This design comes from an exercise in tuning for small area and a short achievable clock period on the open sky130 flow, not from production work.
The RTL was checked by simulation tests, not by an equivalence proof against the original design.
Power is estimated from default activity; no workload was simulated.

==> design/flow/design.v <==
module ALU(
	input sub,
	input [1:0] ALUSrcB,
	input [31:0] alu_a,
	input [31:0] alu_b,
	input [2:0] alu_op,
	output reg [31:0] alu_out,
	output less,
	output equal,
	output greater,
	output overflow
    );
localparam A_NOP = 3'd0, A_ADD = 3'd1, A_SUB = 3'd2, A_AND = 3'd3,
           A_OR = 3'd4, A_XOR = 3'd5, A_NOR = 3'd6, A_SLL = 3'd7;
wire [31:0] bx = alu_b ^ {32{sub}};
wire [31:0] lo = {1'b0, alu_a[30:0]} + {1'b0, bx[30:0]} + {31'b0, sub};
wire c31 = lo[31];                        
wire [31:0] sum = {alu_a[31] ^ bx[31] ^ c31, lo[30:0]};
wire big_shift = |alu_a[31:5];
wire [31:0] shl = big_shift ? 32'b0 : (alu_b << alu_a[4:0]);
always @(*) begin
	case (alu_op)
	A_ADD, A_SUB: alu_out = sum;
	A_AND: alu_out = alu_a & alu_b;
	A_OR:  alu_out = alu_a | alu_b;
	A_XOR: alu_out = alu_a ^ alu_b;
	A_SLL: alu_out = shl;
	default: alu_out = 32'b0;
	endcase
end
wire eq = (alu_a == alu_b);
assign equal = sub & eq;
assign less = sub & sum[31];
assign greater = sub & !sum[31] & !eq;
wire a31 = alu_a[31], b31 = alu_b[31];
wire is_as = (alu_op == A_ADD) | sub;
wire is_zero = (alu_op == A_NOP) | (alu_op == A_XOR) | (alu_op == A_NOR);
wire is_sll = (alu_op == A_SLL);
wire ovf_as = (a31 ~^ b31) & (c31 ^ a31 ^ sub);
wire ovf_sll = a31 ? b31 : (!b31 & shl[31]);
assign overflow = (ALUSrcB != 2'd3) &
                  ((is_as & ovf_as) | (is_zero & a31 & b31) | (is_sll & ovf_sll));
endmodule
module Decoder(
    input [31:0] Instr,
    output [16:0] ControlSignal,
    output Undefined
);
parameter add_A  =32'b0000_00xx_xxxx_xxxx_xxxx_xxxx_xx10_0000;
parameter addi_A =32'b0010_00xx_xxxx_xxxx_xxxx_xxxx_xxxx_xxxx;
parameter addu_A =32'b0000_00xx_xxxx_xxxx_xxxx_xxxx_xx10_0001;  
parameter sub_A  =32'b0000_00xx_xxxx_xxxx_xxxx_xxxx_xx10_0010; 
parameter subu_A =32'b0000_00xx_xxxx_xxxx_xxxx_xxxx_xx10_0011; 
parameter and_A  =32'b0000_00xx_xxxx_xxxx_xxxx_xxxx_xx10_0100;
parameter andi_A =32'b0011_00xx_xxxx_xxxx_xxxx_xxxx_xxxx_xxxx; 
parameter or_A   =32'b0000_00xx_xxxx_xxxx_xxxx_xxxx_xx10_0101;
parameter nor_A  =32'b0000_00xx_xxxx_xxxx_xxxx_xxxx_xx10_0111;
parameter xor_A  =32'b0000_00xx_xxxx_xxxx_xxxx_xxxx_xx10_0110;
parameter bgtz_A =32'b0001_11xx_xxxx_xxxx_xxxx_xxxx_xxxx_xxxx;
parameter addiu_A=32'b0010_01xx_xxxx_xxxx_xxxx_xxxx_xxxx_xxxx;
parameter bne_A  =32'b0001_01xx_xxxx_xxxx_xxxx_xxxx_xxxx_xxxx;
parameter j_A    =32'b0000_10xx_xxxx_xxxx_xxxx_xxxx_xxxx_xxxx;
parameter jr_A   =32'b0000_00xx_xxx0_0000_0000_0000_0000_1000;
parameter lw_A   =32'b1000_11xx_xxxx_xxxx_xxxx_xxxx_xxxx_xxxx;
parameter sw_A   =32'b1010_11xx_xxxx_xxxx_xxxx_xxxx_xxxx_xxxx;
parameter blez_A =32'b0001_10xx_xxxx_xxxx_xxxx_xxxx_xxxx_xxxx;
parameter beq_A  =32'b0001_00xx_xxxx_xxxx_xxxx_xxxx_xxxx_xxxx;
parameter bgez_A =32'b0000_01xx_xxxx_xxxx_xxxx_xxxx_xxxx_xxxx;
parameter bltz_A = 32'b0000_01xx_xxxx_xxxx_xxxx_xxxx_xxxx_xxxx; 
parameter lb_A = 32'b1000_00xx_xxxx_xxxx_xxxx_xxxx_xxxx_xxxx;
parameter ori_A = 32'b0011_01xx_xxxx_xxxx_xxxx_xxxx_xxxx_xxxx;
parameter sll_A = 32'b0000_00xx_xxxx_xxxx_xxxx_xxxx_xx00_0000;
parameter sllv_A = 32'b0000_00xx_xxxx_xxxx_xxxx_xxxx_xx00_0100;
parameter xori_A = 32'b0011_10xx_xxxx_xxxx_xxxx_xxxx_xxxx_xxxx;
parameter break_A = 32'b0000_00xx_xxxx_xxxx_xxxx_xxxx_xx00_1101;
reg MemToReg;
reg RegWrite;
reg MemWrite;
reg MemRead;
reg [2:0]ALUOp;
reg ALUSrcA;
reg [1:0]ALUSrcB;
reg RegDst;
reg BranchOnEqual;
reg BranchOnGreater;
reg BranchOnLess;
reg breakpoint;
reg Jump;
reg Jr;
assign ControlSignal = {
    Jump,
    Jr,
    breakpoint,
    BranchOnLess,
    BranchOnEqual,
    BranchOnGreater,
    RegDst,
    ALUSrcB[1:0],
    ALUSrcA,
    ALUOp[2:0],
    MemRead,
    MemWrite,
    RegWrite,
    MemToReg
};
always @(*)begin
    casex(Instr)
    j_A     : Jump <= 1;
    default : Jump <= 0;
    endcase
end
always @(*)begin
    casex(Instr)
    jr_A    : Jr <= 1;
    default : Jr <= 0;
    endcase
end
always @(*)begin
    casex(Instr)
    bltz_A  : BranchOnLess <= 1;
    blez_A  : BranchOnLess <= 1;
    bne_A   : BranchOnLess <= 1;
    default:
        BranchOnLess <= 0;
    endcase
end
always @(*)begin
    casex(Instr)
    beq_A   : BranchOnEqual <= 1;
    bgez_A  : BranchOnEqual <= 1;
    default:
        BranchOnEqual <= 0;
    endcase
end
always @(*)begin
    casex(Instr)
    bgtz_A  : BranchOnGreater <= 1;
    bne_A   : BranchOnGreater <= 1;
    bgez_A  : BranchOnGreater <= 1;
    default:
        BranchOnGreater <= 0;
    endcase
end
always @(*)begin
    casex(Instr)
    break_A : breakpoint <= 1;
    default : breakpoint <= 0;
    endcase
end
always @(*)begin
    casex(Instr)
    add_A   : RegDst <= 1;
    addu_A  : RegDst <= 1;
    sub_A   : RegDst <= 1;
    subu_A  : RegDst <= 1;
    and_A   : RegDst <= 1;
    xor_A   : RegDst <= 1;
    or_A    : RegDst <= 1;
    nor_A   : RegDst <= 1;
    sllv_A  : RegDst <= 1;
    sll_A   : RegDst <= 1;
    default:
        RegDst <= 0;
    endcase
end
always @(*)begin
    casex(Instr)
    sll_A   : ALUSrcB <= 1;
    lb_A    : ALUSrcB <= 2;
    addiu_A : ALUSrcB <= 3;
    addu_A  : ALUSrcB <= 3;
    subu_A  : ALUSrcB <= 3;
    default:
        ALUSrcB <= 2'b0;
    endcase
end
always @(*)begin
    casex(Instr)
    addi_A  : ALUSrcA <= 1;
    addiu_A : ALUSrcA <= 1;
    andi_A  : ALUSrcA <= 1;
    ori_A   : ALUSrcA <= 1;
    xori_A  : ALUSrcA <= 1;
    lb_A    : ALUSrcA <= 1;
    lw_A    : ALUSrcA <= 1;
    sw_A    : ALUSrcA <= 1;
    default:
        ALUSrcA <= 0;
    endcase
end
parameter A_NOP = 3'b000;
parameter A_ADD = 3'b001;
parameter A_SUB = 3'b010;
parameter A_AND = 3'b011;
parameter A_OR = 3'b100;
parameter A_XOR = 3'b101;
parameter A_NOR = 3'b110;
parameter A_SLL = 3'b111;
always @(*)begin
    casex(Instr)
    sub_A   : ALUOp <= A_SUB;
    subu_A  : ALUOp <= A_SUB;
    bne_A   : ALUOp <= A_SUB;
    bgez_A  : ALUOp <= A_SUB;
    bgtz_A  : ALUOp <= A_SUB;
    beq_A   : ALUOp <= A_SUB;
    blez_A  : ALUOp <= A_SUB;
    bltz_A  : ALUOp <= A_SUB;
    and_A   : ALUOp <= A_AND;
    andi_A  : ALUOp <= A_AND;
    or_A    : ALUOp <= A_OR;
    ori_A   : ALUOp <= A_OR;
    xori_A  : ALUOp <= A_XOR;
    xor_A   : ALUOp <= A_XOR;
    nor_A   : ALUOp <= A_NOR;
    sllv_A  : ALUOp <= A_SLL;
    sll_A   : ALUOp <= A_SLL;
    default:
        ALUOp <= 3'b001;
    endcase
end
always @(*)begin
    casex(Instr)
    lw_A    : MemRead <= 1;
    lb_A    : MemRead <= 1;
    default:
        MemRead <= 0;
    endcase
end
always @(*)begin
    casex(Instr)
    sw_A : MemWrite <= 1;
    default:
        MemWrite <= 0;
    endcase
end
always @(*)begin
    casex(Instr)
    add_A   : RegWrite <= 1;   
    addu_A  : RegWrite <= 1;       
    sub_A   : RegWrite <= 1;    
    subu_A  : RegWrite <= 1;      
    and_A   : RegWrite <= 1;   
    or_A    : RegWrite <= 1;     
    nor_A   : RegWrite <= 1;   
    xor_A   : RegWrite <= 1;   
    xori_A  : RegWrite <= 1;
    addi_A  : RegWrite <= 1;  
    addiu_A : RegWrite <= 1;   
    andi_A  : RegWrite <= 1;      
    lw_A    : RegWrite <= 1;    
    ori_A   : RegWrite <= 1;
    lb_A    : RegWrite <= 1;
    sllv_A  : RegWrite <= 1;
    sll_A   : RegWrite <= 1;
    default:
        RegWrite <= 0;
    endcase
end
always @(*)begin
    casex(Instr)
    lb_A    : MemToReg <= 1;
    lw_A    : MemToReg <= 1;
    default:
        MemToReg <= 0;
    endcase
end
endmodule
module Forwarding(
    input [4:0] ex_DestAddr,       
    input [4:0] ex_mem_RegWriteAddr,
    input ex_FwdWrite,             
    input mem_RegWrite,
    input stall_n,                 
    input stall_i,                 
    input [4:0] held_Addr,         
    input [4:0] new_Addr,          
    output m_n, output w_n,        
    output m_i, output w_i         
);
wire mh = ex_FwdWrite & (ex_DestAddr == held_Addr);
wire mw = ex_FwdWrite & (ex_DestAddr == new_Addr);
wire wh = mem_RegWrite & (ex_mem_RegWriteAddr == held_Addr);
wire ww = mem_RegWrite & (ex_mem_RegWriteAddr == new_Addr);
assign m_n = stall_n ? mh : mw;
assign w_n = stall_n ? wh : ww;
assign m_i = stall_i ? (held_Addr == 5'd31) : (new_Addr == 5'd31);
assign w_i = stall_i ? wh : ww;
endmodule
module Hazard(
    input [4:0] ex_RegWriteAddr,
    input [4:0] id_RsAddr,
    input [4:0] id_RtAddr,
    input ex_Load,
    output stall
);
assign stall = ex_Load & ((ex_RegWriteAddr == id_RsAddr) || (ex_RegWriteAddr == id_RtAddr));
endmodule
module Interruption(
    input EINT,
    input overflow,
    input instr_break,
    input single_step,
    output interrupt
);
assign interrupt = EINT & (instr_break | single_step | overflow);
endmodule
module RegisterFile(
	input clk,
	input rst_n,
	input [4:0]rAddr1,
	output [31:0]rDout1,
	input [4:0]rAddr2,
	output [31:0]rDout2,
	input [4:0]wAddr,
	input [31:0]wDin,
	input wEna
    );
reg [31:0] file [0:31];
reg [31:0] valid;
always @(posedge clk)
	if (wEna)
		file[wAddr] <= wDin;
always @(posedge clk or negedge rst_n)
	if (!rst_n)
		valid <= 32'b0;
	else if (wEna)
		valid[wAddr] <= 1'b1;
wire [31:0] sel1 = valid & (32'b1 << rAddr1);
wire [31:0] sel2 = valid & (32'b1 << rAddr2);
reg [31:0] r1, r2;
integer i;
always @(*) begin
	r1 = 32'b0;
	r2 = 32'b0;
	for (i = 0; i < 32; i = i + 1) begin
		r1 = r1 | (file[i] & {32{sel1[i]}});
		r2 = r2 | (file[i] & {32{sel2[i]}});
	end
end
assign rDout1 = r1;
assign rDout2 = r2;
endmodule
`timescale 1ns / 1ps
module SignExtend(in, out);
input signed [15:0] in;
output signed [31:0] out;
assign out = in;
endmodule
module CPUTop
(
	input clk,
	input rst_n,
	input single_step,
	input recover,
	output [9:0] imem_addr,
	input [31:0] imem_rdata,
	output [9:0] dmem_addr,
	output [31:0] dmem_wdata,
	output dmem_we,
	input [31:0] dmem_rdata
    );
reg [31:0] PC;
reg [31:0] Instr;
reg [31:0] if_id_NextPC;
reg [14:0] id_ex_Control;
reg [31:0] id_ex_NextPC;
reg [31:0] id_ex_RsData;
reg [31:0] id_ex_RtData;
reg [15:0] id_ex_Imm;
reg [4:0]  id_ex_RsAddr;
reg [4:0]  id_ex_RtAddr;
reg        selA_sh, selA_mem, selA_wb, selA_rs;
reg        selB_imm, selB_mem, selB_wb, selB_rt;
reg        fwdB_any;          
reg        ex_Sub;            
reg        ex_Bubble;         
reg        ex_BubbleOvf;      
reg [3:0]  ex_mem_Control;
reg        ex_mem_ByteLoad;
reg [31:0] ex_mem_AluOut;
reg [31:0] ex_mem_MemWriteData;
reg [4:0]  ex_mem_RegWriteAddr;
reg [31:0] mem_wb_Data;
reg EINT;
wire [16:0] ControlSignal;
wire Undefined;
Decoder decode(Instr, ControlSignal, Undefined);
wire id_Jump = ControlSignal[16];
wire id_JR = ControlSignal[15];
wire [4:0] id_RsAddr = Instr[25:21];
wire [4:0] id_RtAddr = Instr[20:16];
wire [31:0] SignImm;
SignExtend SE(Instr[15:0], SignImm);
wire [31:0] wb_data = mem_wb_Data;
wire [31:0] id_RsData;
wire [31:0] id_RtData;
wire [31:0] JumpAddr = {if_id_NextPC[31:28], Instr[25:0], 2'b00};
wire [31:0] PCPlus4 = PC + 32'd4;
wire [31:0] BranchTarget = {{14{id_ex_Imm[15]}}, id_ex_Imm, 2'b00} + id_ex_NextPC;
wire [31:0] BranchTargetPlus4 = BranchTarget + 32'd4;
wire ex_RegWrite  = id_ex_Control[1];
wire ex_MemRead   = id_ex_Control[3];
wire [2:0] ex_ALUOp = id_ex_Control[6:4];
wire ex_ImmB      = id_ex_Control[7];
wire [1:0] ex_ALUSrcB = id_ex_Control[9:8];
wire ex_RegDst    = id_ex_Control[10];
wire ex_BrGreater = id_ex_Control[11];
wire ex_BrEqual   = id_ex_Control[12];
wire ex_BrLess    = id_ex_Control[13];
wire ex_breakpoint = id_ex_Control[14];
wire mem_MemToReg = ex_mem_Control[0];
wire mem_RegWrite = ex_mem_Control[1];
wire mem_MemWrite = ex_mem_Control[2];
wire [31:0] alu_a = ({32{selA_sh}}  & {27'b0, id_ex_Imm[10:6]}) |
                    ({32{selA_mem}} & ex_mem_AluOut) |
                    ({32{selA_wb}}  & wb_data) |
                    ({32{selA_rs}}  & id_ex_RsData);
wire [31:0] alu_b = ({32{selB_imm}} & {{16{id_ex_Imm[15]}}, id_ex_Imm}) |
                    ({32{selB_mem}} & ex_mem_AluOut) |
                    ({32{selB_wb}}  & wb_data) |
                    ({32{selB_rt}}  & id_ex_RtData);
wire [31:0] alu_out;
wire ex_Less, ex_Equal, ex_Greater, alu_overflow;
ALU MainAlu(ex_Sub, ex_ALUSrcB, alu_a, alu_b, ex_ALUOp, alu_out, ex_Less, ex_Equal, ex_Greater, alu_overflow);
wire overflow = ex_Bubble ? ex_BubbleOvf : alu_overflow;
wire ex_BranchTrue = (ex_BrEqual & ex_Equal) | (ex_BrGreater & ex_Greater) | (ex_BrLess & ex_Less);
wire interrupt;
Interruption CheckInterruption(EINT, overflow, ex_breakpoint, single_step, interrupt);
wire [4:0] ex_DestAddr = ex_RegDst ? id_ex_Imm[15:11] : id_ex_RtAddr;
wire ex_Load = ex_MemRead & ex_RegWrite;
wire stall_n, stall_i;
Hazard HazN(ex_DestAddr, id_RsAddr, id_RtAddr, ex_Load, stall_n);
Hazard HazI(5'd31, id_RsAddr, id_RtAddr, ex_Load, stall_i);
wire stall = interrupt ? stall_i : stall_n;
wire fA_mn, fA_wn, fA_mi, fA_wi, fB_mn, fB_wn, fB_mi, fB_wi;
Forwarding FwdA(ex_DestAddr, ex_mem_RegWriteAddr, ex_RegWrite & !ex_MemRead, mem_RegWrite,
                stall_n, stall_i, id_ex_RsAddr, id_RsAddr, fA_mn, fA_wn, fA_mi, fA_wi);
Forwarding FwdB(ex_DestAddr, ex_mem_RegWriteAddr, ex_RegWrite & !ex_MemRead, mem_RegWrite,
                stall_n, stall_i, id_ex_RtAddr, id_RtAddr, fB_mn, fB_wn, fB_mi, fB_wi);
wire [31:0] spo = dmem_rdata;
wire [1:0] bsel = ex_mem_AluOut[1:0];
wire [31:0] mem_dout = !ex_mem_ByteLoad ? spo :
                       (bsel == 2'd0) ? {24'b0, spo[7:0]}  :
                       (bsel == 2'd1) ? {24'b0, spo[15:8]} :
                       (bsel == 2'd2) ? {24'b0, spo[23:16]} :
                                        {24'b0, spo[31:24]};
wire [31:0] mem_result = mem_MemToReg ? mem_dout : ex_mem_AluOut;
RegisterFile Reg(clk, rst_n, id_RsAddr, id_RsData, id_RtAddr, id_RtData,
                 ex_mem_RegWriteAddr, mem_result, mem_RegWrite);
assign imem_addr = PC[11:2];
assign dmem_addr = ex_mem_AluOut[11:2];
assign dmem_wdata = ex_mem_MemWriteData;
assign dmem_we = mem_MemWrite;
wire [31:0] ex_result = interrupt ? id_ex_NextPC : alu_out;
wire bub_wA = mem_RegWrite & (ex_mem_RegWriteAddr == id_ex_RsAddr);
wire bub_wB = mem_RegWrite & (ex_mem_RegWriteAddr == id_ex_RtAddr);
wire bub_a31_n = bub_wA ? mem_result[31] : id_ex_RsData[31];
wire bub_b31_n = bub_wB ? mem_result[31] : id_ex_RtData[31];
wire bub_a31 = (interrupt & (id_ex_RsAddr == 5'd31)) ? id_ex_NextPC[31] : bub_a31_n;
wire bub_b31 = (interrupt & (id_ex_RtAddr == 5'd31)) ? id_ex_NextPC[31] : bub_b31_n;
wire [31:0] pc_jr = id_JR ? id_RsData : 32'd208;
wire [31:0] pc_n = stall_n ? PC : (id_JR | recover) ? pc_jr : id_Jump ? JumpAddr : PCPlus4;
wire [31:0] pc_i = stall_i ? PC : (id_JR | recover) ? pc_jr : 32'd76;
wire [31:0] pc_next = ex_BranchTrue ? BranchTarget : interrupt ? pc_i : pc_n;
wire [31:0] npc_n = stall_n ? if_id_NextPC : PCPlus4;
wire [31:0] npc_i = stall_i ? if_id_NextPC : PCPlus4;
wire [31:0] npc_next = ex_BranchTrue ? BranchTargetPlus4 : interrupt ? npc_i : npc_n;
wire [31:0] ins_n = stall_n ? Instr : (id_JR | id_Jump) ? 32'b0 : imem_rdata;
wire [31:0] ins_i = stall_i ? Instr : 32'b0;
wire [31:0] ins_next = ex_BranchTrue ? 32'b0 : interrupt ? ins_i : ins_n;
wire [31:0] xpc_n = stall_n ? id_ex_NextPC : if_id_NextPC;
wire [31:0] xpc_i = stall_i ? id_ex_NextPC : if_id_NextPC;
wire [31:0] xpc_next = interrupt ? xpc_i : xpc_n;
wire id_kill = ex_BranchTrue | interrupt | stall;
wire cs_sh  = (ControlSignal[9:8] == 2'd1);      
wire cs_imm = ControlSignal[7];                  
wire sh_n  = !stall_n & cs_sh;
wire imm_n = !stall_n & cs_imm;
wire nA_sh   = !ex_BranchTrue & sh_n;
wire nA_mem  = interrupt ? fA_mi : (!ex_BranchTrue & !sh_n & fA_mn);
wire nA_wb   = interrupt ? (!fA_mi & fA_wi) : (!nA_sh & !(!ex_BranchTrue & fA_mn) & fA_wn);
wire nA_rs   = interrupt ? (!fA_mi & !fA_wi) : (!nA_sh & !(!ex_BranchTrue & fA_mn) & !fA_wn);
wire nB_imm  = !ex_BranchTrue & imm_n;
wire nB_mem  = interrupt ? fB_mi : (!ex_BranchTrue & !imm_n & fB_mn);
wire nB_wb   = interrupt ? (!fB_mi & fB_wi) : (!nB_imm & !(!ex_BranchTrue & fB_mn) & fB_wn);
wire nB_rt   = interrupt ? (!fB_mi & !fB_wi) : (!nB_imm & !(!ex_BranchTrue & fB_mn) & !fB_wn);
wire nB_any  = interrupt ? (fB_mi | fB_wi) : ((!ex_BranchTrue & fB_mn) | fB_wn);
wire n_sub   = !id_kill & (ControlSignal[6:4] == 3'd2);
always @(posedge clk or negedge rst_n) begin
	if (!rst_n) begin
		id_ex_Control <= 15'b0;
		ex_mem_Control <= 4'b0;
		selA_sh <= 1'b0;
		selA_mem <= 1'b0;
		selA_wb <= 1'b0;
		selA_rs <= 1'b0;
		selB_imm <= 1'b0;
		selB_mem <= 1'b0;
		selB_wb <= 1'b0;
		selB_rt <= 1'b0;
		fwdB_any <= 1'b0;
		ex_Sub <= 1'b0;
		ex_Bubble <= 1'b0;
		EINT <= 1'b1;
		PC <= 32'b0;
		Instr <= 32'b0;
		if_id_NextPC <= 32'd4;
	end else begin
		ex_mem_Control <= interrupt ? 4'b0010 : ex_BranchTrue ? 4'b0000 : id_ex_Control[3:0];
		id_ex_Control <= id_kill ? 15'b0 : ControlSignal[14:0];
		selA_sh <= !interrupt & nA_sh;
		selA_mem <= nA_mem;
		selA_wb <= nA_wb;
		selA_rs <= nA_rs;
		selB_imm <= !interrupt & nB_imm;
		selB_mem <= nB_mem;
		selB_wb <= nB_wb;
		selB_rt <= nB_rt;
		fwdB_any <= nB_any;
		ex_Sub <= n_sub;
		ex_Bubble <= stall;
		EINT <= id_JR | (EINT & !interrupt);
		PC <= pc_next;
		if_id_NextPC <= npc_next;
		Instr <= ins_next;
	end
end
always @(posedge clk) begin
	id_ex_Imm <= Instr[15:0];
	id_ex_RsData <= id_RsData;
	id_ex_RtData <= id_RtData;
	id_ex_RsAddr <= id_RsAddr;
	id_ex_RtAddr <= id_RtAddr;
	id_ex_NextPC <= xpc_next;
	ex_BubbleOvf <= bub_a31 & bub_b31;
end
always @(posedge clk) begin
	ex_mem_ByteLoad <= (ex_ALUSrcB == 2'd2);
	ex_mem_AluOut <= ex_result;
	ex_mem_MemWriteData <= fwdB_any ? mem_result : id_ex_RtData;
	ex_mem_RegWriteAddr <= ex_DestAddr | {5{interrupt}};
	mem_wb_Data <= mem_result;
end
endmodule
==> design/flow/run.sh <==
#!/bin/bash
# synth_recipe.tcl (not shown) runs the flow's synth.tcl, then flattens the netlist and writes it again
# the make line also repeats each setting of config.mk as NAME=value (left out here)
make -C /OpenROAD-flow-scripts/flow DESIGN_CONFIG=/design/flow/config.mk WORK_HOME=/design/flow/orfs CLKGATE_MAP_FILE= SYNTH_SCRIPT=/design/flow/synth_recipe.tcl finish
==> design/flow/config.mk <==
export PLATFORM = sky130hd
export DESIGN_NAME = CPUTop
export DESIGN_NICKNAME = CPUTop
export VERILOG_FILES = /design/flow/design.v
export SDC_FILE = /design/flow/constraint.sdc
export NUM_CORES = 4
export LEC_CHECK = 0
export CAP_MARGIN = 20
export CORE_MARGIN = 2
export CORE_UTILIZATION = 40
export CTS_CLUSTER_DIAMETER = 80
export CTS_CLUSTER_SIZE = 24
export SETUP_SLACK_MARGIN = 5
export SLEW_MARGIN = 20
==> design/flow/constraint.sdc <==
create_clock -name core_clock -period 10.0 [get_ports {clk}]
set_input_delay 2.0000 -clock core_clock [delete_from_list [all_inputs] [get_ports {clk}]]
set_output_delay 2.0000 -clock core_clock [all_outputs]
set_load 0.01 [all_outputs]
==> run notes, run 1 <==
- Clock root buffer: clkbuf_16
- Syn Area/Cell: 12.1 um2
- Most flops, register: Reg.file
- Synth Instances: 5438
- Design area: 73300 um2
- Clk slew on worst S/H paths: 100 ps
- GPL Wtd Cong: 1.01
- WP data required: 10560 ps
- Die Area: 168000 um2
- CP max-delay cell: o41ai_1
- Comb pwr share: 24.2%
- Path depth of the worst reg2reg path: 13
- DRC Markers: 0
- NetSw: 5.04 mW
- Syn_nets: 5638
- TritonCTS Sinks: 1405
- Pwr Density: 201 nW/um2
- CP Capture Type: flip-flop
- Simple-Gate Fraction of Synth Area: 10.1%
- Initial antenna violation count: 31
- Final hold viol count: 0
- Share of cells above drive strength 1: 11.1%
- CP peak stage delay: 740 ps
- Sw Ratio: 34.2%
- Internal power: 9.69 mW
- Placement row count: 148
- Mux cell area share after synthesis: 2.00%
- Met1 WL: 109000 um
- Total wire length: 329000 um
- Register Area: 39500 um2
- Worst Hold Class: reg -> reg
- Period utilization: 50.3%
- Layout Skew: 71.5 ps
- FF+latch count, synth: 1405
- Routed Antenna Nets: 0
- RSZ-0062 raised after global routing: false
- Met3 Routed Length: 53100 um
- Max Cap Viol: 0
- Crit path cell chain: buf_8, a222oi_1, buf_4, inv_1, ha_4, nand3_1, and4b_1, o311a_4, o2111ai_4, a21oi_4, or4_4, and3_2, o41ai_1
- Wire length per cell: 42.9 um
- Clock Latency Late Sink: 780 ps
- VDD IR max: 175 uV
- Hold depth: 0
- Area delta synth->final: 11.3%
- Dpl hpwl: 189000 um
- Number of synthesized flops with an enable pin: 1056
- LEAKAGE: 25.8 nW
- Sequential cell area fraction in the yosys report: 59.9%
- Ys flop type: edfxtp_1
- PortBufs: 120
- Met2 wire len: 135000 um
- Area occupied by multi-input gates: 25100 um2
- Die Span Y: 410 um
- Post-synthesis compound-gate area fraction: 19.8%
- Nets@finish: 5607
- Sequential power share: 51.1%
- Main combinational cell family by area after synthesis: compound AO/OA/AOI/OAI gates
- DP Area: 69700 um2
- Max Clock Freq: 199 MHz
- Share of flip-flops with an asynchronous set or reset: 11.1%
- Max transition margin: 19.2%
- I/O pins: 121
- Grt total ovfl: 0
- Clock network power share: 24.7%
- Fin crit period: 5030 ps
- Core Area: 163000 um2
- Setup TNS: 0 ps
- H-Tree Depth: 3
- Slew of the pin with the lowest slew margin: 1210 ps
- Slew Limit Fails: 0
- Post-Synth Adder-Cell Area: 2.53%
- Via density per instance: 7.47
- # fillers: 14.8k
- First-pass GRT wire length: 440000 um
- DRT Pass-1 Iters: 13
- DR vias: 57.2k
- Die Span X: 410 um
- Total Routing Usage GR: 37.7%
- CP Class: reg -> reg
- Outcome: no timing/DRC/antenna violations
- Final number of setup-violating endpoints: 0
- Iteration-0 DRC Markers: 12.4k
- DR top layer: met5
- Vias in the first global route: 52.7k
- Startpoint type of the worst setup path: flip-flop
- Syn. warnings: 4
- Largest register FFs: 1024
- Mapped Area: 65900 um2
- Worst path arrival time: 5590 ps
- Crit path max fanout: 32
- Unique cell type count in the Yosys netlist: 92
- Initial core utilization: 40.4%
- Max clock buf depth: 3
- Post-synthesis xor/xnor area fraction: 2.25%
- TritonCTS buffer count: 75
- Largest net degree at the start of global routing: 94
- Post-layout power: 14.7 mW
- CTS tree: done
-- path summary, 6_finish.rpt --
| kind | endpoint | slack (ps) | start |
|---|---|---|---|
| worst max-delay path | selA_mem | 4970 | selA_wb |
| worst min-delay path | id_ex_NextPC[23] | 450 | if_id_NextPC[23] |
| worst max register to register | selA_mem | 4970 | selA_wb |
| worst min register to register | id_ex_NextPC[23] | 450 | if_id_NextPC[23] |
| max in group asynchronous | selA_mem | 7130 | rst_n |
| min in group asynchronous | fwdB_any | 1320 | rst_n |
-- placed cells by master, fill, tap and decap left out, drive strengths merged, types with 53 or more instances in the layout --
cell type / instances
a21oi: 122
a221oi: 200
a222oi: 110
a22o: 250
a22oi: 614
and3: 100
buf: 217
clkbuf: 108
clkdlybuf4s50: 119
dfrtp: 154
dfxtp: 193
edfxtp: 1056
ha: 130
inv: 130
mux2: 53
mux2i: 74
nand2: 398
nand3: 191
nand4: 157
nor2: 201
nor3: 122
o21ai: 149
xnor2: 97
xor2: 72
-- worst max-delay path, delay by kind of cell, from the launching register on --
kind                     cells  cell delay, ps
buffers and inverters        3             530
flip-flops                   1             480
adder cells (fa/ha/maj)      1             260
AND/OR/NAND/NOR              4            1410
AO/OA/AOI/OAI                5            2130
-- routing by layer --
layer  vias to the layer above  GRT usage (%)
li1                      21700              -
met1                     27700           45.6
met2                      5990           54.3
met3                      1765           15.3
met4                        26           26.7
met5                         -           1.21
-- per-stage QoR --
step | setup WS, ps | hold slack [ps] | instances | util, %
6_report | 4970 | 452 | 7660 | 45.0
5_1_grt | 4850 | 463 | 7645 | 44.9
4_1_cts | 5000 | 454 | 7609 | 44.6
3_5_place_dp | 3510 | 434 | 7438 | 42.8
3_3_place_gp | 3590 | 431 | 7438 | 42.7
2_1_floorplan | 5040 | 345 | 5438 | -
-- final cells by class --
cell class	count	share of cell area (%)
sequential	1405	53.8
clock inverter	23	0.478
clock buffer	106	2.78
antenna	26	0.0887
timing repair buffer	339	4.21
inverter	117	0.623
tap	2175	3.71
multi-input combinational	3469	34.3
-- cells by family (layout without fill, tap and decap cells) --
family,Yosys count,in the layout
buffers and inverters,571,585
DFF,1405,1405
xor gates and xnor gates,169,169
muxes,125,127
AOI/OAI and AO/OA,1698,1698
adders and majority gates,132,132
other,0,26
and+or+nand+nor,1338,1343
-- power by group through the flow --
stage                     Sequential, mW  Combinational [mW]  Clock [mW]
after floorplan                     7.44                1.81           0
after global placement              7.63                3.25           0
after detailed placement            7.63                3.26           0
after CTS                           7.50                3.34        3.60
after global routing                7.54                3.67        3.81
final                               7.53                3.56        3.64
-- cells in the mapped netlist (all sizes together), types with 8 or more instances --
cell type / instances / area, um2
a211oi: 28 / 210
a21o: 29 / 218
a21oi: 122 / 611
a221oi: 200 / 1750
a222oi: 110 / 1100
a22o: 250 / 2190
a22oi: 614 / 4610
a31oi: 31 / 209
and2: 9 / 56.3
and3: 98 / 618
and4: 8 / 70.1
buf: 112 / 564
clkbuf: 342 / 1280
dfrtp: 154 / 3850
dfxtp: 193 / 3860
edfxtp: 1056 / 31700
ha: 130 / 1630
inv: 116 / 435
mux2: 51 / 578
mux2i: 74 / 741
nand2: 398 / 1500
nand2b: 23 / 144
nand3: 189 / 958
nand4: 157 / 982
nor2: 200 / 756
nor2b: 23 / 144
nor3: 122 / 638
nor3b: 11 / 82.6
nor4: 41 / 272
o211ai: 20 / 150
o21a: 10 / 75.1
o21ai: 149 / 746
o21bai: 35 / 263
o221ai: 32 / 280
o22ai: 12 / 75.1
or2: 9 / 56.3
or3: 20 / 125
xnor2: 97 / 850
xor2: 72 / 631
-- what timing repair did --
action | 4_1_cts | 5_1_grt
hold buffers | 0 | 0
buffers inserted | 34 | 24
pin swaps | 20 | 19
resized for setup | 63 | 52
setup endpoints to repair | 188 | 135
cloned | 8 | 1
==> run 2, diff against run 1 <==
==> design/flow/flow/run.sh (new file) <==
#!/bin/bash
set -euo pipefail
export SETUP_SLACK_MARGIN=6.5
bash standard.sh > standard.log 2>&1
==> design/flow/standard.sh (new file) <==
#!/bin/bash
# synth_recipe.tcl (not shown) runs the flow's synth.tcl, then flattens the netlist and writes it again
# the make line also repeats each setting of config.mk as NAME=value (left out here)
make -C /OpenROAD-flow-scripts/flow DESIGN_CONFIG=/design/flow/config.mk WORK_HOME=/design/flow/orfs CLKGATE_MAP_FILE= SYNTH_SCRIPT=/design/flow/synth_recipe.tcl "${@:-finish}"
--- a/design/flow/config.mk
+++ b/design/flow/config.mk
@@ -10,5 +10,5 @@
 export CORE_UTILIZATION = 40
 export CTS_CLUSTER_DIAMETER = 80
 export CTS_CLUSTER_SIZE = 24
-export SETUP_SLACK_MARGIN = 5
 export SLEW_MARGIN = 20
+export TNS_END_PERCENT = 0
removed: design/flow/run.sh
==> run notes, run 2 <==
- Total wire length: 326000 um (was 329000 um)
- CP Capture Type: flip-flop (unchanged)
- Share of cells above drive strength 1: 11.8% (was 11.1%)
- Final hold viol count: 0 (unchanged)
- WP data required: 10680 ps (was 10560 ps)
- Iteration-0 DRC Markers: 11.8k (was 12.4k)
- Worst path arrival time: 5560 ps (was 5590 ps)
- Initial core utilization: 40.4% (unchanged)
- Most flops, register: Reg.file (unchanged)
- First-pass GRT wire length: 437000 um (was 440000 um)
- Critical path buffer and inverter count: 7 (was 3)
- Die Span X: 410 um (unchanged)
- Routed Antenna Nets: 0 (unchanged)
- Syn Area/Cell: 12.1 um2 (unchanged)
- Layout Skew: 74.8 ps (was 71.5 ps)
- Fin crit period: 4880 ps (was 5030 ps)
- Cell taking the most area after synthesis: edfxtp_1 (unchanged)
- Vias in the first global route: 52.5k (was 52.7k)
- Period utilization: 48.8% (was 50.3%)
- Synth Instances: 5438 (unchanged)
- Syn_nets: 5638 (unchanged)
- Post-layout power: 14.7 mW (about the same)
- Mapped Area: 65900 um2 (unchanged)
- Clock root buffer: clkbuf_16 (unchanged)
- Placement row count: 148 (unchanged)
- Nets@finish: 5610 (was 5607)
- DRT Pass-1 Iters: 12 (was 13)
- Commonest cells in the netlist: edfxtp_1 (1056), a22oi_1 (614), nand2_1 (397) (unchanged)
- Grt total ovfl: 0 (unchanged)
- GPL Wtd Cong: 1.00 (was 1.01)
- Largest net degree at the start of global routing: 98 (was 94)
- Syn. warnings: 4 (unchanged)
- Clock Latency Late Sink: 750 ps (was 780 ps)
- TritonCTS buffer count: 73 (was 75)
- Die Area: 168000 um2 (unchanged)
- Pwr Density: 199 nW/um2 (was 201 nW/um2)
- Worst Hold Class: reg -> reg (unchanged)
- Sequential cell area fraction in the yosys report: 59.9% (unchanged)
- Share of flip-flops with an asynchronous set or reset: 11.1% (unchanged)
- Die Span Y: 410 um (unchanged)
- Total Routing Usage GR: 37.4% (was 37.7%)
- Post-synth top area share: 48.1% (unchanged)
- Max clock buf depth: 3 (unchanged)
- H-Tree Depth: 3 (unchanged)
- Initial antenna violation count: 29 (was 31)
- Clk slew on worst S/H paths: 100 ps (about the same)
- Max Cap Viol: 0 (unchanged)
- Startpoint type of the worst setup path: flip-flop (unchanged)
- Final WS setup: 5120 ps (was 4970 ps)
- Unique cell type count in the Yosys netlist: 92 (unchanged)
- Dpl hpwl: 185000 um (was 189000 um)
- Final number of setup-violating endpoints: 0 (unchanged)
- LEAKAGE: 25.8 nW (about the same)
- RSZ-0062 raised after global routing: true (was false)
- Number of synthesized flops with an enable pin: 1056 (unchanged)
- Synth area leaders: edfxtp_1 (48%), a22oi_1 (7.0%), dfxtp_1 (5.9%) (unchanged)
- Slew of the pin with the lowest slew margin: 1200 ps (was 1210 ps)
- Outcome: no timing/DRC/antenna violations (unchanged)
- Slew Limit Fails: 0 (unchanged)
- VDD IR max: 151 uV (was 175 uV)
- DR vias: 56.9k (was 57.2k)
- # fillers: 14.8k (about the same)
- Place WS: 3650 ps (was 3510 ps)
- TritonCTS Sinks: 1405 (unchanged)
- CP peak stage delay: 510 ps (was 740 ps)
- Setup TNS: 0 ps (unchanged)
- CP Class: reg -> reg (unchanged)
- Crit path cell chain: buf_12, a222oi_1, buf_4, inv_4, ha_4, nand3_4, and4b_1, o311a_4, o2111ai_4, buf_6, a2111oi_4, nor4_4, buf_4, a31oi_4, mux2_4, buf_12, nor2_4, clkbuf_16, a22o_1 (was buf_8, a222oi_1, buf_4, inv_1, ha_4, nand3_1, and4b_1, o311a_4, o2111ai_4, a21oi_4, or4_4, and3_2, o41ai_1)
- Crit path max fanout: 8 (was 32)
- Area delta synth->final: 11.8% (was 11.3%)
- PortBufs: 120 (unchanged)
- CTS tree: done (unchanged)
- Top cell family by delay on the critical path: compound AO/OA/AOI/OAI gates (unchanged)
- Post-route core utilization: 45.2% (was 45.0%)
- I/O pins: 121 (unchanged)
- Post-CTS Hold Buffers: 0 (unchanged)
- Largest register FFs: 1024 (unchanged)
- Via density per instance: 7.42 (was 7.47)
- Ys flop type: edfxtp_1 (unchanged)
- Most frequent cells in the layout: edfxtp_1 (1056), a22oi_1 (593), nand2_1 (375) (was edfxtp_1 (1056), a22oi_1 (607), nand2_1 (391))
- Core Area: 163000 um2 (unchanged)
- Most frequent cell after synthesis: edfxtp_1 (unchanged)
- FF+latch count, synth: 1405 (unchanged)
- DRC Markers: 0 (unchanged)
- Wire length per cell: 42.5 um (was 42.9 um)
- CP max-delay cell: dfrtp_2 (was o41ai_1)
- Commonest non-fill, non-tap cell in the layout: edfxtp_1 (unchanged)
- Max transition margin: 19.7% (was 19.2%)
- Max Clock Freq: 205 MHz (was 199 MHz)
run 2: cell counts after synthesis:
No cell type changed its count.
run 2: final cells by class:
| cell class | instances | area [um2] | share of cell area, % |
|---|---|---|---|
| flip-flops and latches | 1405 | 39500 | 53.6 |
| multi-input cells | 3466 | 25400 | 34.4 |
| repair buffers | 347 | 3270 | 4.44 |
| well taps | 2175 | 2720 | 3.69 |
| clock buffers | 112 | 2020 | 2.73 |
| inverters | 117 | 463 | 0.628 |
| clock inverters | 23 | 330 | 0.448 |
| diodes | 24 | 60.1 | 0.0815 |
run 2: layer usage:
layer | GRT usage [%] | share of wire [%] | vias up
li1 | - | - | 21600
met1 | 45.1 | 33 | 27500
met2 | 54.2 | 41 | 6013
met3 | 15.7 | 17 | 1731
met4 | 25.2 | 9.5 | 18
met5 | 1.90 | 0.078 | -
run 2: what timing repair did:
item,CTS,global route
resized for setup,85,64
buffers inserted,47,14
pin swaps,29,30
setup endpoints to repair,264,334
cloned,5,4
run 2: where the power goes:
part           internal (mW)  total [mW]  switching [mW]
registers               7.13        7.53           0.402
clock network           1.51        3.57            2.06
logic                   1.07        3.59            2.52
run 2: metrics by stage:
step           instances  cell area [um2]  hold WS [ps]
5_1_grt             7660            73700           457
3_5_place_dp        7439            70000           419
4_1_cts             7626            73200           441
2_1_floorplan       5438            66300           345
3_3_place_gp        7439            70000           411
6_report            7669            73700           440
run 2: path summary, 6_finish.rpt:
kind                                   from               to  slack, ps  cells after the start
max                                selA_mem        Instr[26]       5120                     19
max in group asynchronous             rst_n    Reg.valid[22]       7420                      3
min                        id_ex_Control[8]  ex_mem_ByteLoad        440                      1
max reg2reg                        selA_mem        Instr[26]       5120                     19
min reg2reg                id_ex_Control[8]  ex_mem_ByteLoad        440                      1
min in group asynchronous             rst_n         selA_mem       1340                      1
run 2: logic make-up after synthesis:
group / share of synthesized area (%)
AO/OA/AOI/OAI: 19.8
flip-flops: 59.9
AND/OR/NAND/NOR: 10.1
buffers and inverters: 3.47
XOR/XNOR: 2.25
adder cells (fa/ha/maj): 2.53
multiplexers: 2.00
==> run 3, diff against run 2 <==
--- a/design/flow/config.mk
+++ b/design/flow/config.mk
@@ -7,7 +7,7 @@
 export LEC_CHECK = 0
 export CAP_MARGIN = 20
 export CORE_MARGIN = 2
-export CORE_UTILIZATION = 40
+export CORE_UTILIZATION = 45
 export CTS_CLUSTER_DIAMETER = 80
 export CTS_CLUSTER_SIZE = 24
 export SLEW_MARGIN = 20
==> run notes, run 3 <==
- Post-route core utilization: 50.8% (was 45.2%)
- GPL Wtd Cong: 1.00 (about the same)
- Hold depth: 1 (unchanged)
- Unique cell type count in the Yosys netlist: 92 (unchanged)
- Most frequent cells in the layout: edfxtp_1 (1056), a22oi_1 (593), nand2_1 (377) (was edfxtp_1 (1056), a22oi_1 (593), nand2_1 (375))
- Placed Instances: 7184 (was 7439)
- Max transition margin: 17.9% (was 19.7%)
- Finished Layout Cells: 7441 (was 7669)
- Post-synth top area share: 48.1% (unchanged)
- Number of synthesized flops with an enable pin: 1056 (unchanged)
- RSZ-0062 raised after global routing: true (unchanged)
- Final hold viol count: 0 (unchanged)
- Most flops, register: Reg.file (unchanged)
- Crit-path most repeated cell: buf_12
- Share of cells above drive strength 1: 13.0% (was 11.8%)
- FF+latch count, synth: 1405 (unchanged)
- First-pass GRT wire length: 444000 um (was 437000 um)
- CP peak stage delay: 480 ps (was 510 ps)
- Die Area: 150000 um2 (was 168000 um2)
- Reg-to-reg slack, setup: 5240 ps (was 5120 ps)
- Initial antenna violation count: 26 (was 29)
- NetSw: 5.08 mW (was 4.98 mW)
- Die Span Y: 387 um (was 410 um)
- Vias in the first global route: 53.3k (was 52.5k)
- CTS tree: done (unchanged)
- CP max-delay cell: a222oi_1 (was dfrtp_2)
- Crit. Startpoint: selA_mem (unchanged)
- Most frequent cell after synthesis: edfxtp_1 (unchanged)
- Slew Limit Fails: 0 (unchanged)
- Grt total ovfl: 0 (unchanged)
- I/O pins: 121 (unchanged)
- Syn_nets: 5638 (unchanged)
- Largest net degree at the start of global routing: 77 (was 98)
- Worst path arrival time: 5440 ps (was 5560 ps)
- Outcome: no timing/DRC/antenna violations (unchanged)
- Final number of setup-violating endpoints: 0 (unchanged)
- Largest register FFs: 1024 (unchanged)
- Max Clock Freq: 210 MHz (was 205 MHz)
- Total Routing Usage GR: 43.0% (was 37.4%)
- DRT Pass-1 Iters: 11 (was 12)
- Routed Antenna Nets: 0 (unchanged)
- Pwr Density: 203 nW/um2 (was 199 nW/um2)
- CP Capture Type: flip-flop (unchanged)
- DRC Markers: 0 (unchanged)
- Iteration-0 DRC Markers: 11.3k (was 11.8k)
- Layout Skew: 54.2 ps (was 74.8 ps)
- Synth Instances: 5438 (unchanged)
- Nets@finish: 5644 (was 5610)
- Period utilization: 47.6% (was 48.8%)
- Crit path cell chain: buf_12, a222oi_1, inv_1, ha_2, nand3_1, nor3_4, o311a_4, o2111ai_4, a2111oi_4, nor4_4, buf_4, a31oi_4, buf_12, mux2_8, buf_4, nor2_4, buf_12, a22o_1 (was buf_12, a222oi_1, buf_4, inv_4, ha_4, nand3_4, and4b_1, o311a_4, o2111ai_4, buf_6, a2111oi_4, nor4_4, buf_4, a31oi_4, mux2_4, buf_12, nor2_4, clkbuf_16, a22o_1)
- Clock Latency Late Sink: 780 ps (was 750 ps)
- Fin crit period: 4760 ps (was 4880 ps)
- H-Tree Depth: 3 (unchanged)
- TritonCTS buffer count: 80 (was 73)
- Wire length per cell: 44.6 um (was 42.5 um)
- Hold Path Sink: ex_mem_ByteLoad (unchanged)
- Commonest non-fill, non-tap cell in the layout: edfxtp_1 (unchanged)
- Clock network power share: 25.6% (was 24.3%)
- Clock root buffer: clkbuf_16 (unchanged)
- Ys flop type: edfxtp_1 (unchanged)
- Cell taking the most area after synthesis: edfxtp_1 (unchanged)
- Total wire length: 332000 um (was 326000 um)
- Hold Crit Start: id_ex_Control[8] (unchanged)
- Crit path max fanout: 32 (was 8)
- Path depth of the worst reg2reg path: 18 (was 19)
- Synth area leaders: edfxtp_1 (48%), a22oi_1 (7.0%), dfxtp_1 (5.9%) (unchanged)
- Die Span X: 387 um (was 410 um)
- Internal power: 9.91 mW (was 9.71 mW)
- LEAKAGE: 26.2 nW (was 25.8 nW)
- Sequential cell area fraction in the yosys report: 59.9% (unchanged)
- Commonest cells in the netlist: edfxtp_1 (1056), a22oi_1 (614), nand2_1 (397) (unchanged)
- Crit Reg-Reg Startpoint: selA_mem (unchanged)
- Placement row count: 140 (was 148)
- Area delta synth->final: 12.1% (was 11.8%)
- Comb pwr share: 24.2% (was 24.5%)
- Clk slew on worst S/H paths: 90 ps (was 100 ps)
- PortBufs: 120 (unchanged)
- DR vias: 56.8k (was 56.9k)
- CP Class: reg -> reg (unchanged)
- Dpl hpwl: 188000 um (was 185000 um)
- Via density per instance: 7.63 (was 7.42)
- Sequential power share: 50.2% (was 51.2%)
- WP data required: 10680 ps (about the same)
- Reg2reg end: Instr[17] (was Instr[26])
- Core Area: 146000 um2 (was 163000 um2)
- Initial core utilization: 45.3% (was 40.4%)
- Mapped Area: 65900 um2 (unchanged)
- Sw Ratio: 33.9% (about the same)
- Setup TNS: 0 ps (unchanged)
- Syn Area/Cell: 12.1 um2 (unchanged)
- Max Cap Viol: 0 (unchanged)
- Share of flip-flops with an asynchronous set or reset: 11.1% (unchanged)
- Startpoint type of the worst setup path: flip-flop (unchanged)
- VDD IR max: 149 uV (was 151 uV)
- Syn. warnings: 4 (unchanged)
- TritonCTS Sinks: 1405 (unchanged)
- Worst Hold Class: reg -> reg (unchanged)
- Slew of the pin with the lowest slew margin: 1230 ps (was 1200 ps)
- Max clock buf depth: 3 (unchanged)
## run 3: per-layer routing
layer,vias to the layer above,GRT usage [%],wire (um)
met2,5590,62.1,137000
met1,27700,50.9,109000
met3,1714,17.0,50700
met4,38,33.9,34500
li1,21700,-,-
met5,-,1.63,465
## run 3: per-stage QoR
| step | setup WS (ps) | hold WS, ps | power [mW] | area [um2] |
|---|---|---|---|---|
| 3_5_place_dp | 3550 | 430 | 10.9 | 69600 |
| 2_1_floorplan | 5890 | 345 | 9.29 | 66300 |
| 6_report | 5240 | 440 | 15.0 | 73900 |
| 5_1_grt | 5160 | 458 | 15.3 | 73900 |
| 4_1_cts | 5330 | 451 | 14.7 | 73400 |
| 3_3_place_gp | 3620 | 427 | 10.9 | 69600 |
## run 3: critical path: cells and delay by family (launching register included)
kind	cells	cell delay, ps
flops	1	410
mux	1	420
buf+inv	6	1040
simple gates	4	570
compound gates	6	1760
fa+ha+maj	1	420
## run 3: layout make-up
cell class,instances,area (um2)
diodes,20,50.0
clock buffers,104,2150
clock inverters,38,536
fillers,12600,71600
inverters,117,470
multi-input cells,3472,25500
flip-flops and latches,1405,39500
well taps,1917,2400
repair buffers,368,3280
## run 3: logic make-up (layout without fill, tap and decap cells)
logic type	count (synthesis)	in the layout	synth area share, %
compound gates	1698	1698	19.8
flops	1405	1405	59.9
simple gates	1338	1346	10.1
buf+inv	571	627	3.47
xor+xnor	169	169	2.25
fa+ha+maj	132	132	2.53
mux	125	127	2.00
other cells	0	20	0
## run 3: how the worst max path moves through the flow
| stage | to | slack, ps | depth (start not counted) |
|---|---|---|---|
| floorplan | selB_rt | 5890 | 18 |
| global placement | PC[22] | 3620 | 16 |
| detailed placement | PC[22] | 3550 | 16 |
| CTS | Instr[15] | 5330 | 20 |
| global route | Instr[28] | 5160 | 18 |
| finish | Instr[17] | 5240 | 18 |
## run 3: timing repair
action	CTS	global route
hold buffers	0	0
cloned	10	0
gates resized for setup	103	53
endpoints found under the setup margin	256	282
endpoints found under the hold margin	0	0
pin swaps	49	33
setup buffers	63	22
## run 3: power by group through the flow
stage / Clock (mW) / Sequential [mW] / Combinational (mW)
finish: 3.84 / 7.53 / 3.63
floorplan: 0 / 7.44 / 1.85
global route: 4.00 / 7.54 / 3.76
CTS: 3.82 / 7.50 / 3.39
detailed placement: 0 / 7.62 / 3.25
global placement: 0 / 7.63 / 3.24
==> run 4, diff against run 3 <==
--- a/design/flow/config.mk
+++ b/design/flow/config.mk
@@ -7,7 +7,7 @@
 export LEC_CHECK = 0
 export CAP_MARGIN = 20
 export CORE_MARGIN = 2
-export CORE_UTILIZATION = 45
+export CORE_UTILIZATION = 50
 export CTS_CLUSTER_DIAMETER = 80
 export CTS_CLUSTER_SIZE = 24
 export SLEW_MARGIN = 20
==> run notes, run 4 <==
- Outcome: no timing/DRC/antenna violations (unchanged)
- LEAKAGE: 26.6 nW (was 26.2 nW)
- Slew of the pin with the lowest slew margin: 1260 ps (was 1230 ps)
- Final hold viol count: 0 (unchanged)
- Initial antenna violation count: 32 (was 26)
- Area delta synth->final: 13.3% (was 12.1%)
- Hold depth: 1 (unchanged)
- Max clock buf depth: 3 (unchanged)
- Syn_nets: 5638 (unchanged)
- WP data required: 10630 ps (was 10680 ps)
- Syn. warnings: 4 (unchanged)
- Total wire length: 337000 um (was 332000 um)
- Grt total ovfl: 0 (unchanged)
- Die Span Y: 367 um (was 387 um)
- Largest net degree at the start of global routing: 80 (was 77)
- DR vias: 57.5k (was 56.8k)
- Met1 WL: 109000 um (about the same)
- Share of cells above drive strength 1: 14.6% (was 13.0%)
- PortBufs: 120 (unchanged)
- Most flops, register: Reg.file (unchanged)
- Met2 wire len: 137000 um (about the same)
- Post-CTS Hold Buffers: 0 (unchanged)
- DRC Markers: 0 (unchanged)
- Final WS setup: 5250 ps (was 5240 ps)
- Core Area: 131000 um2 (was 146000 um2)
- TritonCTS Sinks: 1405 (unchanged)
- Vias in the first global route: 53.5k (was 53.3k)
- GPL Wtd Cong: 1.01 (was 1.00)
- First-pass GRT wire length: 450000 um (was 444000 um)
- Nets@finish: 5699 (was 5644)
- Clock root buffer: clkbuf_16 (unchanged)
- Worst Hold Class: reg -> reg (unchanged)
- I/O pins: 121 (unchanged)
- H-Tree Depth: 3 (unchanged)
- Period utilization: 47.5% (was 47.6%)
- FF+latch count, synth: 1405 (unchanged)
- Initial core utilization: 50.3% (was 45.3%)
- Largest register FFs: 1024 (unchanged)
- Unique cell type count in the Yosys netlist: 92 (unchanged)
- Placement row count: 133 (was 140)
- Syn Area/Cell: 12.1 um2 (unchanged)
- Commonest cells in the netlist: edfxtp_1 (1056), a22oi_1 (614), nand2_1 (397) (unchanged)
- Sequential cell area fraction in the yosys report: 59.9% (unchanged)
- Max Cap Viol: 0 (unchanged)
- Synth Instances: 5438 (unchanged)
- Post-synth top area share: 48.1% (unchanged)
- Place WS: 3140 ps (was 3550 ps)
- Clk slew on worst S/H paths: 90 ps (about the same)
- Ys flop type: edfxtp_1 (unchanged)
- Dpl hpwl: 191000 um (was 188000 um)
- Die Span X: 367 um (was 387 um)
- Register Area: 39500 um2 (unchanged)
- Pwr Density: 204 nW/um2 (was 203 nW/um2)
- RSZ-0062 raised after global routing: true (unchanged)
- DRT Pass-1 Iters: 13 (was 11)
- Hold_ws: 446 ps (was 440 ps)
- Most frequent cells in the layout: edfxtp_1 (1056), a22oi_1 (586), nand2_1 (377) (was edfxtp_1 (1056), a22oi_1 (593), nand2_1 (377))
- Design area: 74700 um2 (was 73900 um2)
- Number of synthesized flops with an enable pin: 1056 (unchanged)
- Cell taking the most area after synthesis: edfxtp_1 (unchanged)
- Final number of setup-violating endpoints: 0 (unchanged)
- Crit path max fanout: 32 (unchanged)
- Routed Antenna Nets: 0 (unchanged)
- Path depth of the worst reg2reg path: 16 (was 18)
- Most frequent cell after synthesis: edfxtp_1 (unchanged)
- DR top layer: met5 (unchanged)
- # fillers: 11.1k (was 12.6k)
- Iteration-0 DRC Markers: 12.1k (was 11.3k)
- Synth area leaders: edfxtp_1 (48%), a22oi_1 (7.0%), dfxtp_1 (5.9%) (unchanged)
- Post-route core utilization: 57.0% (was 50.8%)
- CP Class: reg -> reg (unchanged)
- Worst path arrival time: 5380 ps (was 5440 ps)
- Wire length per cell: 45.9 um (was 44.6 um)
- Met3 Routed Length: 51000 um (was 50700 um)
- Fin crit period: 4750 ps (was 4760 ps)
- Max Clock Freq: 210 MHz (about the same)
- Clock Latency Late Sink: 810 ps (was 780 ps)
- Startpoint type of the worst setup path: flip-flop (unchanged)
- DP Area: 69500 um2 (was 69600 um2)
- Area occupied by multi-input gates: 25600 um2 (was 25500 um2)
- CTS tree: done (unchanged)
- VDD IR max: 142 uV (was 149 uV)
- CP Capture Type: flip-flop (unchanged)
- Total Routing Usage GR: 48.7% (was 43.0%)
- Via density per instance: 7.83 (was 7.63)
- Die Area: 135000 um2 (was 150000 um2)
- Layout Skew: 73.7 ps (was 54.2 ps)
- Commonest non-fill, non-tap cell in the layout: edfxtp_1 (unchanged)
- Slew Limit Fails: 0 (unchanged)
- Setup TNS: 0 ps (unchanged)
- TritonCTS buffer count: 80 (unchanged)
- Share of flip-flops with an asynchronous set or reset: 11.1% (unchanged)
- Max transition margin: 16.0% (was 17.9%)
- Mapped Area: 65900 um2 (unchanged)
[run 4: cell counts after synthesis]
Identical to the previous run, type by type.
[run 4: cell families after synthesis]
group | Yosys count | share of synthesized area, %
buffers and inverters | 571 | 3.47
AOI/OAI and AO/OA | 1698 | 19.8
xor gates and xnor gates | 169 | 2.25
muxes | 125 | 2.00
adders and majority gates | 132 | 2.53
DFF | 1405 | 59.9
and+or+nand+nor | 1338 | 10.1
[run 4: power breakdown]
part	leakage, nW	internal, mW	switching (mW)
Sequential	13.4	7.12	0.382
Combinational	12.0	1.18	2.62
Clock	1.32	1.71	2.19
Total	26.6	10.0	5.19
[run 4: metal layers]
layer	track usage, %	vias up
li1	-	21800
met1	57.7	27800
met2	69.4	5860
met3	18.6	1923
met4	41.9	37
met5	2.10	-
[run 4: what timing repair did]
action | in CTS | in global routing
pin swaps | 79 | 44
endpoints found under the setup margin | 266 | 345
gates resized for setup | 174 | 50
setup buffers | 94 | 36
cloned | 12 | 1
[run 4: path summary, 6_finish.rpt]
check                            startpoint         endpoint  slack, ps
max                                selA_mem            PC[7]       5250
min                        id_ex_Control[8]  ex_mem_ByteLoad        450
max reg2reg                        selA_mem            PC[7]       5250
min reg2reg                id_ex_Control[8]  ex_mem_ByteLoad        450
max in group asynchronous             rst_n  if_id_NextPC[9]       6890
min in group asynchronous             rst_n    Reg.valid[29]       1240
[run 4: final cells by class]
class | count | area share, %
timing repair buffer | 429 | 5.48
antenna | 28 | 0.0938
clock buffer | 103 | 2.92
clock inverter | 41 | 0.764
tap | 1755 | 2.94
inverter | 117 | 0.606
multi-input combinational | 3466 | 34.3
sequential | 1405 | 52.9
[run 4: worst max-delay path, stage by stage, from the launching register on]
cell,delay (ps)
dfrtp_1,410
buf_12,180
a222oi_1,460
inv_1,160
ha_2,410
nand4_1,280
or2_2,420
o221a_4,260
a2111oi_4,430
nor4_4,100
a31oi_4,220
buf_12,160
mux2_4,390
buf_12,150
bufbuf_16,290
nor3_2,170
a21oi_1,60
[run 4: through the flow]
step	total power, mW	cells
2_1_floorplan	9.29	5438
3_3_place_gp	10.9	7028
3_5_place_dp	10.9	7028
4_1_cts	14.9	7278
5_1_grt	15.5	7320
6_report	15.2	7344
==> run 5, diff against run 4 <==
--- a/design/flow/design.v
+++ b/design/flow/design.v
@@ -491,16 +491,6 @@
 	if (!rst_n) begin
 		id_ex_Control <= 15'b0;
 		ex_mem_Control <= 4'b0;
-		selA_sh <= 1'b0;
-		selA_mem <= 1'b0;
-		selA_wb <= 1'b0;
-		selA_rs <= 1'b0;
-		selB_imm <= 1'b0;
-		selB_mem <= 1'b0;
-		selB_wb <= 1'b0;
-		selB_rt <= 1'b0;
-		fwdB_any <= 1'b0;
-		ex_Sub <= 1'b0;
 		ex_Bubble <= 1'b0;
 		EINT <= 1'b1;
 		PC <= 32'b0;
@@ -509,16 +499,6 @@
 	end else begin
 		ex_mem_Control <= interrupt ? 4'b0010 : ex_BranchTrue ? 4'b0000 : id_ex_Control[3:0];
 		id_ex_Control <= id_kill ? 15'b0 : ControlSignal[14:0];
-		selA_sh <= !interrupt & nA_sh;
-		selA_mem <= nA_mem;
-		selA_wb <= nA_wb;
-		selA_rs <= nA_rs;
-		selB_imm <= !interrupt & nB_imm;
-		selB_mem <= nB_mem;
-		selB_wb <= nB_wb;
-		selB_rt <= nB_rt;
-		fwdB_any <= nB_any;
-		ex_Sub <= n_sub;
 		ex_Bubble <= stall;
 		EINT <= id_JR | (EINT & !interrupt);
 		PC <= pc_next;
@@ -527,6 +507,18 @@
 	end
 end
 always @(posedge clk) begin
+	selA_sh <= !interrupt & nA_sh;
+	selA_mem <= nA_mem;
+	selA_wb <= nA_wb;
+	selA_rs <= nA_rs;
+	selB_imm <= !interrupt & nB_imm;
+	selB_mem <= nB_mem;
+	selB_wb <= nB_wb;
+	selB_rt <= nB_rt;
+	fwdB_any <= nB_any;
+	ex_Sub <= n_sub;
+end
+always @(posedge clk) begin
 	id_ex_Imm <= Instr[15:0];
 	id_ex_RsData <= id_RsData;
 	id_ex_RtData <= id_RtData;
--- a/design/flow/config.mk
+++ b/design/flow/config.mk
@@ -7,7 +7,7 @@
 export LEC_CHECK = 0
 export CAP_MARGIN = 20
 export CORE_MARGIN = 2
-export CORE_UTILIZATION = 50
+export CORE_UTILIZATION = 40
 export CTS_CLUSTER_DIAMETER = 80
 export CTS_CLUSTER_SIZE = 24
 export SLEW_MARGIN = 20
==> run notes, run 5 <==
- Worst path arrival time: 5430 ps (was 5380 ps)
- Max Clock Freq: 209 MHz (was 210 MHz)
- Internal power: 9.74 mW (was 10.0 mW)
- Via density per instance: 7.41 (was 7.83)
- RSZ-0062 raised after global routing: true (unchanged)
- Total Routing Usage GR: 38.0% (was 48.7%)
- Max transition margin: 19.5% (was 16.0%)
- Clk slew on worst S/H paths: 100 ps (was 90 ps)
- Final hold viol count: 0 (unchanged)
- Outcome: no timing/DRC/antenna violations (unchanged)
- Met1 Track Usage GR: 47.2% (was 57.7%)
- Slew Limit Fails: 0 (unchanged)
- DR vias: 57.3k (was 57.5k)
- M2 GR Usage: 54.2% (was 69.4%)
- Die Span X: 410 um (was 367 um)
- Fin crit period: 4790 ps (was 4750 ps)
- Initial antenna violation count: 23 (was 32)
- Mapped Area: 66000 um2 (was 65900 um2)
- Grt met3 use: 14.1% (was 18.6%)
- PortBufs: 120 (unchanged)
- TritonCTS Sinks: 1405 (unchanged)
- Sequential power share: 51.1% (was 49.3%)
- Syn_nets: 5606 (was 5638)
- FF+latch count, synth: 1405 (unchanged)
- DRT Pass-1 Iters: 15 (was 13)
- Sw Ratio: 32.9% (was 34.1%)
- Grt total ovfl: 0 (unchanged)
- NetSw: 4.78 mW (was 5.19 mW)
- GR peak layer: met2 (unchanged)
- Post-synth top area share: 48.1% (about the same)
- Final number of setup-violating endpoints: 0 (unchanged)
- Share of flip-flops with an asynchronous set or reset: 10.4% (was 11.1%)
- Iteration-0 DRC Markers: 11.9k (was 12.1k)
- # fillers: 14.9k (was 11.1k)
- Largest register FFs: 1024 (unchanged)
- Routed Antenna Nets: 0 (unchanged)
- WP data required: 10640 ps (was 10630 ps)
- Layout Skew: 78.4 ps (was 73.7 ps)
- Most flops, register: Reg.file (unchanged)
- Syn. warnings: 4 (unchanged)
- Crit path max fanout: 13 (was 32)
- Synth area leaders: edfxtp_1 (48%), a22oi_1 (7.3%), dfxtp_1 (6.2%) (was edfxtp_1 (48%), a22oi_1 (7.0%), dfxtp_1 (5.9%))
- Post-layout power: 14.5 mW (was 15.2 mW)
- Period utilization: 47.9% (was 47.5%)
- H-Tree Depth: 3 (unchanged)
- Die Span Y: 410 um (was 367 um)
- Share of cells above drive strength 1: 14.3% (was 14.6%)
- Ys flop type: edfxtp_1 (unchanged)
- DRC Markers: 0 (unchanged)
- Total wire length: 331000 um (was 337000 um)
- Core Area: 164000 um2 (was 131000 um2)
- Initial core utilization: 40.1% (was 50.3%)
- First-pass GRT wire length: 442000 um (was 450000 um)
- LEAKAGE: 27.0 nW (was 26.6 nW)
- Post-route core utilization: 45.5% (was 57.0%)
- Largest net degree at the start of global routing: 97 (was 80)
- I/O pins: 121 (unchanged)
- Cell taking the most area after synthesis: edfxtp_1 (unchanged)
- Most frequent cell after synthesis: edfxtp_1 (unchanged)
- Nets@finish: 5655 (was 5699)
- GPL Wtd Cong: 1.05 (was 1.01)
- Clock network power share: 27.4% (was 25.7%)
- Max clock buf depth: 3 (unchanged)
- VDD IR max: 135 uV (was 142 uV)
- Pwr Density: 194 nW/um2 (was 204 nW/um2)
- Unique cell type count in the Yosys netlist: 98 (was 92)
- Placement row count: 149 (was 133)
- Clock Latency Late Sink: 790 ps (was 810 ps)
- Clock root buffer: clkbuf_16 (unchanged)
- CP Capture Type: flip-flop (unchanged)
- Synth Instances: 5406 (was 5438)
- Commonest cells in the netlist: edfxtp_1 (1056), a22oi_1 (641), nand2_1 (374) (was edfxtp_1 (1056), a22oi_1 (614), nand2_1 (397))
- Die Area: 168000 um2 (was 135000 um2)
- TritonCTS buffer count: 83 (was 80)
- Sequential cell area fraction in the yosys report: 59.8% (was 59.9%)
- Startpoint type of the worst setup path: flip-flop (unchanged)
- Syn Area/Cell: 12.2 um2 (was 12.1 um2)
- Slew of the pin with the lowest slew margin: 1210 ps (was 1260 ps)
- Commonest non-fill, non-tap cell in the layout: edfxtp_1 (unchanged)
- Worst Hold Class: reg -> reg (unchanged)
- Setup TNS: 0 ps (unchanged)
- Post-CTS Hold Buffers: 0 (unchanged)
- Comb pwr share: 21.5% (was 25.0%)
- Area delta synth->final: 13.5% (was 13.3%)
- Most frequent cells in the layout: edfxtp_1 (1056), a22oi_1 (638), nand2_1 (367) (was edfxtp_1 (1056), a22oi_1 (586), nand2_1 (377))
- Wire length per cell: 42.8 um (was 45.9 um)
- Vias in the first global route: 53.4k (was 53.5k)
- CTS tree: done (unchanged)
- CP Class: reg -> reg (unchanged)
- Dpl hpwl: 194000 um (was 191000 um)
- Max Cap Viol: 0 (unchanged)
- Reg-to-reg slack, setup: 5210 ps (was 5250 ps)
- Number of synthesized flops with an enable pin: 1056 (unchanged)
## run 5: logic make-up after synthesis
| logic type | after synthesis | synth area share (%) |
|---|---|---|
| AO/OA/AOI/OAI | 1694 | 19.5 |
| flip-flops | 1405 | 59.8 |
| AND/OR/NAND/NOR | 1267 | 9.51 |
| buffers and inverters | 563 | 3.44 |
| multiplexers | 173 | 2.90 |
| XOR/XNOR | 172 | 2.34 |
| adder cells (fa/ha/maj) | 132 | 2.53 |
## run 5: final cells by class
cell class / instances / area, um2 / area share (%)
sequential: 1405 / 39500 / 52.7
multi-input combinational: 3443 / 25600 / 34.1
timing repair buffer: 405 / 3780 / 5.05
tap: 2189 / 2740 / 3.66
clock buffer: 108 / 2230 / 2.98
clock inverter: 39 / 566 / 0.755
inverter: 114 / 445 / 0.595
antenna: 27 / 67.6 / 0.0902
timing repair inverter: 3 / 30.0 / 0.0401
## run 5: metal layers
layer  vias to the layer above  part of all wire [%]
li1                      21700                     -
met5                         -                 0.073
met4                        15                   9.1
met2                      5848                    41
met3                      1715                    15
met1                     28000                    34
## run 5: power groups by stage
stage	sequential (mW)	combinational [mW]	clock (mW)
global placement	7.53	2.78	0
detailed placement	7.52	2.78	0
floorplan	7.31	1.58	0
CTS	7.39	2.97	3.94
finish	7.42	3.12	3.98
global route	7.42	3.24	4.14
## run 5: what timing repair did
action / 4_1_cts / 5_1_grt
setup buffers: 102 / 9
endpoints found under the setup margin: 266 / 284
resized for setup: 158 / 18
gates cloned: 18 / 1
pin swaps: 67 / 14
hold endpoints to repair: 0 / 0
## run 5: critical path, cell delays in order (launching register included)
cell and delay, ps:
dfxtp_4 390, buf_12 160, buf_12 140, a222oi_1 360, buf_4 180, buf_4 90, buf_4 100, buf_4 90
buf_4 100, buf_4 110, nand4_1 170, nor3_1 350, nand2_1 230, clkinv_2 260, nand3_1 160, o211a_4 320
a21oi_4 230, buf_12 140, mux2i_4 260, buf_12 140, clkinv_8 110, nand2_8 180, mux2_2 360
## run 5: worst paths after layout
check                                   endpoint        startpoint  cells after the start
worst max-delay path                       PC[4]          selA_mem                     22
worst min-delay path            id_ex_NextPC[22]  if_id_NextPC[22]                      0
worst max register to register             PC[4]          selA_mem                     22
worst min register to register  id_ex_NextPC[22]  if_id_NextPC[22]                      0
max in group asynchronous          Reg.valid[17]             rst_n                      2
min in group asynchronous        if_id_NextPC[5]             rst_n                      1
## run 5: metrics by stage
stage	instance area, um2	cells	hold slack [ps]	setup slack, ps
after floorplan	66200	5406	345	5740
after global placement	70000	7427	431	3280
after detailed placement	70000	7429	433	3300
after CTS	74600	7696	452	5420
after global routing	74800	7709	468	5170
final	74900	7733	445	5210

what the ideal ports hide:
Ports are ideal in the flow. The routed layouts listed here were re-timed in OpenROAD. Step 1: set_driving_cell puts a clkbuf_16 on clk and a buf_2 on each other input, an assumption about the parent block. Step 2 times the ports against the registers' clock, not the clock port: input delays grow and output delays shrink by t, the midpoint of the rising clock arrivals with the driver on. Three values: ideal, step 1, step 2; two values: the first two.
| run | shift t [ns] | setup slack, ns | latest minus earliest clock arrival (ns) |
|---|---|---|---|
| run 1 | 0.833 | 4.971 / 4.971 / 4.971 | 0.078 / 0.078 |
| run 2 | 0.799 | 5.118 / 5.118 / 5.087 | 0.080 / 0.080 |
| run 3 | 0.830 | 5.243 / 5.243 / 5.150 | 0.057 / 0.057 |
| run 4 | 0.850 | 5.249 / 5.249 / 4.967 | 0.079 / 0.079 |
| run 5 | 0.823 | 5.208 / 5.208 / 4.789 | 0.084 / 0.084 |
After both steps setup and hold are still met in every run listed. For run 5, which loses most, drivers alone change the setup slack by 0.000 ns; drivers and shift together by -0.419 ns.
